Source: an optimization exercise on an open RTL-to-GDS flow (aim: small area). Production flows keep margins and buffers that such runs may drop.
The RTL was checked by simulation tests, not by an equivalence proof against the original design.
No activity file was given, so power comes from the tool's default toggle rates.

run 1:
Design CHIP, start of the top module:
module CHIP #(                                                                                  
    parameter BIT_W = 32                                                                        
)(                                                                                              
        input               i_clk,                                                              
        input               i_rst_n,                                                            
        input  [BIT_W-1:0]  i_IMEM_data,                                                        
        output [BIT_W-1:0]  o_IMEM_addr,                                                        
        output              o_IMEM_cen,                                                         
        input               i_DMEM_stall,                                                       
        input  [BIT_W-1:0]  i_DMEM_rdata,                                                       
        output              o_DMEM_cen,                                                         
        output              o_DMEM_wen,                                                         
        output [BIT_W-1:0]  o_DMEM_addr,                                                        
        output [BIT_W-1:0]  o_DMEM_wdata,                                                       
        output              o_finish,                                                           
        input               i_cache_finish,                                                     
        output              o_proc_finish                                                       
);
For scale: about 2100 cells after synthesis, about 1100 flip-flops, ~170 I/O pins, ~28000 sq um of cells after synthesis.
export LEC_CHECK = 0
export ABC_AREA = 1
export CAP_MARGIN = 20
export CORE_MARGIN = 2
export CORE_UTILIZATION = 30
export SLEW_MARGIN = 20
create_clock -name core_clock -period 20.0 [get_ports {i_clk}]
standard.sh (not shown) runs the stock make flow with config.mk's settings and CLKGATE_MAP_FILE= SYNTH_SCRIPT=/design/flow/synth_recipe.tcl, a recipe that flattens the netlist after the stock synthesis.
==> flow/flow/run.sh <==
#!/bin/bash
# The standard ORFS layout (standard.sh), with three changes:
#  - ABC maps for area only (a copy of ORFS's scripts with its own abc_area.script);
#  - CTS without dummy loads, clkbuf_4 buffers and bounded sink clusters;
#  - buf_1 cells as the port buffers.
# make's full output goes to flow_make.log; each tool's log is under orfs/logs/.
set -euo pipefail
rm -rf scripts_local
cp -r "$FLOW_HOME/scripts" scripts_local
printf '%s\n' '&get -n' '&st' '&dch' '&nf -R 1000' '&put' topo 'stime -c' 'buffer -c' 'upsize -c' 'dnsize -c' > scripts_local/abc_area.script
export SCRIPTS_DIR="$PWD/scripts_local"
export CTS_ARGS="-sink_clustering_enable -repair_clock_nets -dont_use_dummy_load -buf_list sky130_fd_sc_hd__clkbuf_4 -sink_clustering_size 10 -sink_clustering_max_diameter 50"
export BUFFER_PORTS_ARGS="-buffer_cell sky130_fd_sc_hd__buf_1"
bash standard.sh > flow_make.log 2>&1
### run 1 -> run 2
==> flow/flow/run.sh <==
#!/bin/bash
# Standard ORFS layout with: CTS without dummy loads, chosen clock buffers with
# bounded sink clusters, and buf_1 cells as the port buffers.
set -euo pipefail
export CTS_ARGS="-sink_clustering_enable -repair_clock_nets -dont_use_dummy_load -buf_list sky130_fd_sc_hd__clkbuf_8 -sink_clustering_size 22 -sink_clustering_max_diameter 40"
export BUFFER_PORTS_ARGS="-buffer_cell sky130_fd_sc_hd__buf_1"
bash standard.sh > flow_make.log 2>&1
Relative to run 1, worst setup slack has gone up in run 2. The fraction of power consumed by the clock network number comes out lower for run 1 vs run 2. The post-layout total power was comparable across run 2 and run 1. Areal power density over the cells | run 2 below run 1. Going from run 1 to run 2, worst-case vdd ir drop saw a decrease; leakage power summed over all cells climbed 1.0 nW. Between run 2 and run 1, the fmax is lower for run 1.
What run 3 does differently from run 2 at the input level:
==> flow/flow/run.sh <==
#!/bin/bash
# The standard ORFS layout (standard.sh), with three changes:
#  - ABC maps for area only (a copy of ORFS's scripts with its own abc_area.script);
#  - CTS without dummy loads, clkbuf_4 buffers and bounded sink clusters;
#  - buf_1 cells as the port buffers.
# make's full output goes to flow_make.log; each tool's log is under orfs/logs/.
set -euo pipefail
rm -rf scripts_local
cp -r "$FLOW_HOME/scripts" scripts_local
printf '%s\n' '&get -n' '&st' '&dch' '&nf -R 1000' '&put' > scripts_local/abc_area.script
export SCRIPTS_DIR="$PWD/scripts_local"
export CTS_ARGS="-sink_clustering_enable -repair_clock_nets -dont_use_dummy_load -buf_list sky130_fd_sc_hd__clkbuf_4 -sink_clustering_size 11 -sink_clustering_max_diameter 50"
export BUFFER_PORTS_ARGS="-buffer_cell sky130_fd_sc_hd__buf_1"
bash standard.sh > flow_make.log 2>&1
In the final reports, the cell area of run 3 is smaller than that of run 2. Going from run 2 to run 3, the power dissipated by switching net loads was found to have gone down by 0.55%. Diff run 2 -> run 3 | register area share after synthesis | increase of 3.1 points. Timing endpoint of the critical path = RF[13].q[31]: run 3; timing endpoint of the critical path = RF[5].q[28]: run 2. Summary of run 3 over run 2: peak per-stage delay on the critical path now sits higher; transition at the pin with the smallest max-transition slack now sits higher; clock-pin transition on the worst setup and hold timing paths now sits higher; worst vdd rail ir drop now sits higher; ratio of final minimum period to clock period now sits higher.
#### Input delta (run 4 over run 3)
--- a/flow/config.mk
+++ b/flow/config.mk
@@ -11,2 +11,4 @@
 export CORE_UTILIZATION = 30
+export GPL_ROUTABILITY_DRIVEN = 0
+export GPL_TIMING_DRIVEN = 0
 export SLEW_MARGIN = 20
==> comparison <==
Changes observed in run 4 relative to run 3: time the worst path needs with I/O delays and setup moved up, met2 track demand over resource in global routing level, worst reg2reg path depth moved down, placeable core region level.
On arrival time at the worst endpoint: run 4 sits above run 3.
Run 4 consumes more power than run 3 does.
Relative to run 3, the smallest hold slack of run 4 is higher by 0.019 ns.
The run with more setup slack is run 3; run 4 has less.
On maximum clock frequency, the higher figure sits with run 3, not run 4.
Input changes introduced in run 5 (baseline for comparison: run 4):
==> flow/flow/run.sh <==
#!/bin/bash
# Standard ORFS layout with: CTS without dummy loads, chosen clock buffers with
# bounded sink clusters, and buf_1 cells as the port buffers.
set -euo pipefail
export CTS_ARGS="-sink_clustering_enable -repair_clock_nets -dont_use_dummy_load -buf_list sky130_fd_sc_hd__clkbuf_4 -sink_clustering_size 12 -sink_clustering_max_diameter 35"
export BUFFER_PORTS_ARGS="-buffer_cell sky130_fd_sc_hd__buf_1"
bash standard.sh > flow_make.log 2>&1
--- a/flow/config.mk
+++ b/flow/config.mk
@@ -11,4 +11,2 @@
 export CORE_UTILIZATION = 30
-export GPL_ROUTABILITY_DRIVEN = 0
-export GPL_TIMING_DRIVEN = 0
 export SLEW_MARGIN = 20
--- outcome ---
- Run 5: no failed stages, no open violations at the end
- Changes observed in run 5 relative to run 4: sequential share of layout area now sits lower; growth of design area from synthesis to finish now sits lower; final worst-path cycle share now sits lower; portion of the layout cell area used by non-clock buffers now sits lower; utilization after layout now sits lower.
- Comparing run 5 and run 4, the higher pre-CTS setup slack is on run 5.


CHIP again, from the RTL that the note above started with.
clock: 20.0 ns
lec_check: 0
abc_area: 1
cap_margin: 20
core_margin: 2
core_utilization: 30
slew_margin: 20
==> flow/flow/run.sh <==
#!/bin/bash
# The standard ORFS layout (standard.sh), with three changes:
#  - ABC maps for area only (a copy of ORFS's scripts with its own abc_area.script);
#  - CTS without dummy loads, clkbuf_4 buffers and bounded sink clusters;
#  - buf_1 cells as the port buffers.
# make's full output goes to flow_make.log; each tool's log is under orfs/logs/.
set -euo pipefail
rm -rf scripts_local
cp -r "$FLOW_HOME/scripts" scripts_local
printf '%s\n' strash dch 'map -a' topo 'stime -c' 'buffer -c' 'upsize -c' 'dnsize -c' > scripts_local/abc_area.script
export SCRIPTS_DIR="$PWD/scripts_local"
export CTS_ARGS="-sink_clustering_enable -repair_clock_nets -dont_use_dummy_load -buf_list sky130_fd_sc_hd__clkbuf_4 -sink_clustering_size 10 -sink_clustering_max_diameter 50"
export BUFFER_PORTS_ARGS="-buffer_cell sky130_fd_sc_hd__buf_1"
bash standard.sh > flow_make.log 2>&1
Next try:
--- a/flow/flow/run.sh
+++ b/flow/flow/run.sh
@@ -10 +10 @@
-printf '%s\n' strash dch 'map -a' topo 'stime -c' 'buffer -c' 'upsize -c' 'dnsize -c' > scripts_local/abc_area.script
+printf '%s\n' '&get -n' '&st' '&dch' '&nf -R 1000' '&put' > scripts_local/abc_area.script
@@ -12 +12 @@
-export CTS_ARGS="-sink_clustering_enable -repair_clock_nets -dont_use_dummy_load -buf_list sky130_fd_sc_hd__clkbuf_4 -sink_clustering_size 10 -sink_clustering_max_diameter 50"
+export CTS_ARGS="-sink_clustering_enable -repair_clock_nets -dont_use_dummy_load -buf_list sky130_fd_sc_hd__clkbuf_4 -sink_clustering_size 11 -sink_clustering_max_diameter 50"
- CAP_MARGIN: 20 -> 5
- SLEW_MARGIN: 20 -> 5
After rerunning: Final cell count goes down by 4.2%. Total power goes up by 2.2%. Setup slack degrades by 2000 ps. Flip-flop and latch count is unchanged. Count of clock-buffer cells in the layout goes down by 21. Fmax goes down by 16%. Global-route usage goes down by 0.76 points. Via count goes down by 3.7%.
Next try:
--- a/flow/flow/run.sh
+++ b/flow/flow/run.sh
@@ -12 +12 @@
-export CTS_ARGS="-sink_clustering_enable -repair_clock_nets -dont_use_dummy_load -buf_list sky130_fd_sc_hd__clkbuf_4 -sink_clustering_size 11 -sink_clustering_max_diameter 50"
+export CTS_ARGS="-sink_clustering_enable -repair_clock_nets -dont_use_dummy_load -buf_list sky130_fd_sc_hd__clkbuf_4 -sink_clustering_size 11 -sink_clustering_max_diameter 70"
- CAP_MARGIN: 5 -> 20
- SLEW_MARGIN: 5 -> 20
Total power is about the same.
Final cell count hardly moves.
First-iteration DRC count drops by a few percent.
Count of clock-buffer cells in the layout drops by 4.
Clock power goes down slightly.
Area after synthesis does not change.
Next try:
--- a/flow/flow/run.sh
+++ b/flow/flow/run.sh
@@ -12 +12 @@
-export CTS_ARGS="-sink_clustering_enable -repair_clock_nets -dont_use_dummy_load -buf_list sky130_fd_sc_hd__clkbuf_4 -sink_clustering_size 11 -sink_clustering_max_diameter 70"
+export CTS_ARGS="-sink_clustering_enable -repair_clock_nets -dont_use_dummy_load -buf_list sky130_fd_sc_hd__clkbuf_4 -sink_clustering_size 11 -sink_clustering_max_diameter 50"
- GPL_TIMING_DRIVEN: not set -> 0
The new run finished with timing, DRC and antenna clean.
Design area grows by 0.49%.
Synthesized area does not change.
Final cell count is higher by 0.43%.
Hold slack got worse by 33 ps.
Setup slack loses 1300 ps.
Fmax is lower by 9.4%.


build 71:
CHIP again, from the RTL that the note above started with.
export LEC_CHECK = 0
export ABC_AREA = 1
export CAP_MARGIN = 20
export CORE_MARGIN = 2
export CORE_UTILIZATION = 30
export SLEW_MARGIN = 20
create_clock -name core_clock -period 20.0 [get_ports {i_clk}]
==> flow/flow/run.sh <==
#!/bin/bash
# The standard ORFS layout (standard.sh), with three changes:
#  - ABC maps for area only (a copy of ORFS's scripts with its own abc_area.script);
#  - CTS without dummy loads, clkbuf_4 buffers and bounded sink clusters;
#  - buf_1 cells as the port buffers.
# make's full output goes to flow_make.log; each tool's log is under orfs/logs/.
set -euo pipefail
rm -rf scripts_local
cp -r "$FLOW_HOME/scripts" scripts_local
printf '%s\n' '&get -n' '&st' '&dch' '&nf -R 1000' '&put' > scripts_local/abc_area.script
export SCRIPTS_DIR="$PWD/scripts_local"
export CTS_ARGS="-sink_clustering_enable -repair_clock_nets -dont_use_dummy_load -buf_list sky130_fd_sc_hd__clkbuf_4 -sink_clustering_size 10 -sink_clustering_max_diameter 50"
export BUFFER_PORTS_ARGS="-buffer_cell sky130_fd_sc_hd__buf_1"
bash standard.sh > flow_make.log 2>&1
For build 36, these inputs were changed with respect to build 71:
==> flow/flow/run.sh <==
#!/bin/bash
# Standard ORFS layout with: CTS without dummy loads, small clock buffers with
# bounded sink clusters, and buf_1 cells as the port buffers.
set -euo pipefail
export CTS_ARGS="-sink_clustering_enable -repair_clock_nets -dont_use_dummy_load -buf_list sky130_fd_sc_hd__clkbuf_4 -sink_clustering_size 10 -sink_clustering_max_diameter 40"
export BUFFER_PORTS_ARGS="-buffer_cell sky130_fd_sc_hd__buf_1"
bash standard.sh > flow_make.log 2>&1
diff --git a/flow/config.mk b/flow/config.mk
--- a/flow/config.mk
+++ b/flow/config.mk
@@ -11 +11 @@
-export CORE_UTILIZATION = 30
+export CORE_UTILIZATION = 45
DRC violation total after the first TritonRoute iteration ended up 257 higher on build 36 than on build 71.
On minimum setup slack in the final design, the lower figure sits with build 71, not build 36.
Compared with build 71, build 36 shows a multi-input logic portion of the cell area that is 1.1 points higher.
Looking only at number of different library cells in the post-synthesis netlist, and setting everything else aside, the lower value of build 71 and build 36 goes to build 71.
Going from build 71 to build 36, multiplexer share of the synthesized area fell 1.4 points; share of total power in combinational logic level; arrival time of the worst setup path decreased by 3.54 ns relative to the old numbers; total core area fell by 30%; post-layout instance count excluding filler cells about even.
Across both runs, power was lower for build 36 than for build 71.
The following lists how build 98 was set up differently from build 36:
diff --git a/flow/flow/run.sh b/flow/flow/run.sh
--- a/flow/flow/run.sh
+++ b/flow/flow/run.sh
@@ -5 +5 @@
-export CTS_ARGS="-sink_clustering_enable -repair_clock_nets -dont_use_dummy_load -buf_list sky130_fd_sc_hd__clkbuf_4 -sink_clustering_size 10 -sink_clustering_max_diameter 40"
+export CTS_ARGS="-sink_clustering_enable -repair_clock_nets -dont_use_dummy_load -buf_list sky130_fd_sc_hd__clkbuf_4 -sink_clustering_size 10 -sink_clustering_max_diameter 50"
diff --git a/flow/config.mk b/flow/config.mk
--- a/flow/config.mk
+++ b/flow/config.mk
@@ -11 +11 @@
-export CORE_UTILIZATION = 45
+export CORE_UTILIZATION = 30
==> notes.md <==
Of the two values seen for top layer used by detailed routing, met5 was produced by build 36 and met4 by build 98.
In the reports for build 36 and build 98, the larger global-route usage belongs to build 36.
Compared with build 36, routability congestion estimate in build 98 increased by a few percent.
Count of maximum capacitance violations came out exactly the same in build 36 and build 98.
Setup slack: build 98 less than build 36
Build 98 vs build 36, library cell contributing the largest single delay on the critical path: sky130_fd_sc_hd__inv_1 vs sky130_fd_sc_hd__inv_2
Comparing build 36 and build 98, the higher total power density per cell area is on build 36.
Compared with build 36, in build 98 arrival time of data at the critical path endpoint moved up, fraction of power consumed by the clock network level, clock skew moved down.

[what the ideal ports hide]
Ports are ideal in the flow. The routed layouts listed here were re-timed in OpenROAD. Step 1: set_driving_cell puts a clkbuf_16 on i_clk and a buf_2 on each other input, an assumption about the parent block. Step 2 also shifts input and output timing later by t, the mid clock arrival at the registers, as if the neighbouring blocks saw the same clock. Three values: ideal ports, drivers, drivers and shift; two values: the first two.
run	t (ns)	setup WS [ns]	worst setup path after step 2	clock arrival spread, ns	worst data-port slew with drivers (ns)
run 1	0.969	8.170 / 8.198 / 7.229	input to register	0.100 / 0.100	0.08
run 2	0.732	10.536 / 10.571 / 9.839	input to register	0.092 / 0.092	0.10
run 3	0.904	7.325 / 7.361 / 6.457	input to register	0.098 / 0.099	0.09
run 4	0.895	5.809 / 5.845 / 4.950	input to register	0.074 / 0.075	0.09
run 5	0.984	10.761 / 10.799 / 9.815	input to register	0.110 / 0.110	0.09
the first run of note 2	0.982	9.324 / 9.354 / 8.372	input to register	0.120 / 0.120	0.13
the second run of note 2	0.904	7.325 / 7.361 / 6.457	input to register	0.098 / 0.099	0.09
the third run of note 2	0.904	7.220 / 7.254 / 6.349	input to register	0.075 / 0.075	0.09
the fourth run of note 2	0.929	5.900 / 5.936 / 5.007	input to register	0.105 / 0.105	0.08
build 71	0.996	7.397 / 7.441 / 6.445	input to register	0.101 / 0.101	0.09
build 36	0.972	10.817 / 10.845 / 9.874	input to register	0.130 / 0.131	0.10
build 98	0.968	10.787 / 10.823 / 9.855	input to register	0.129 / 0.129	0.09
After both steps setup and hold are still met in every run listed.
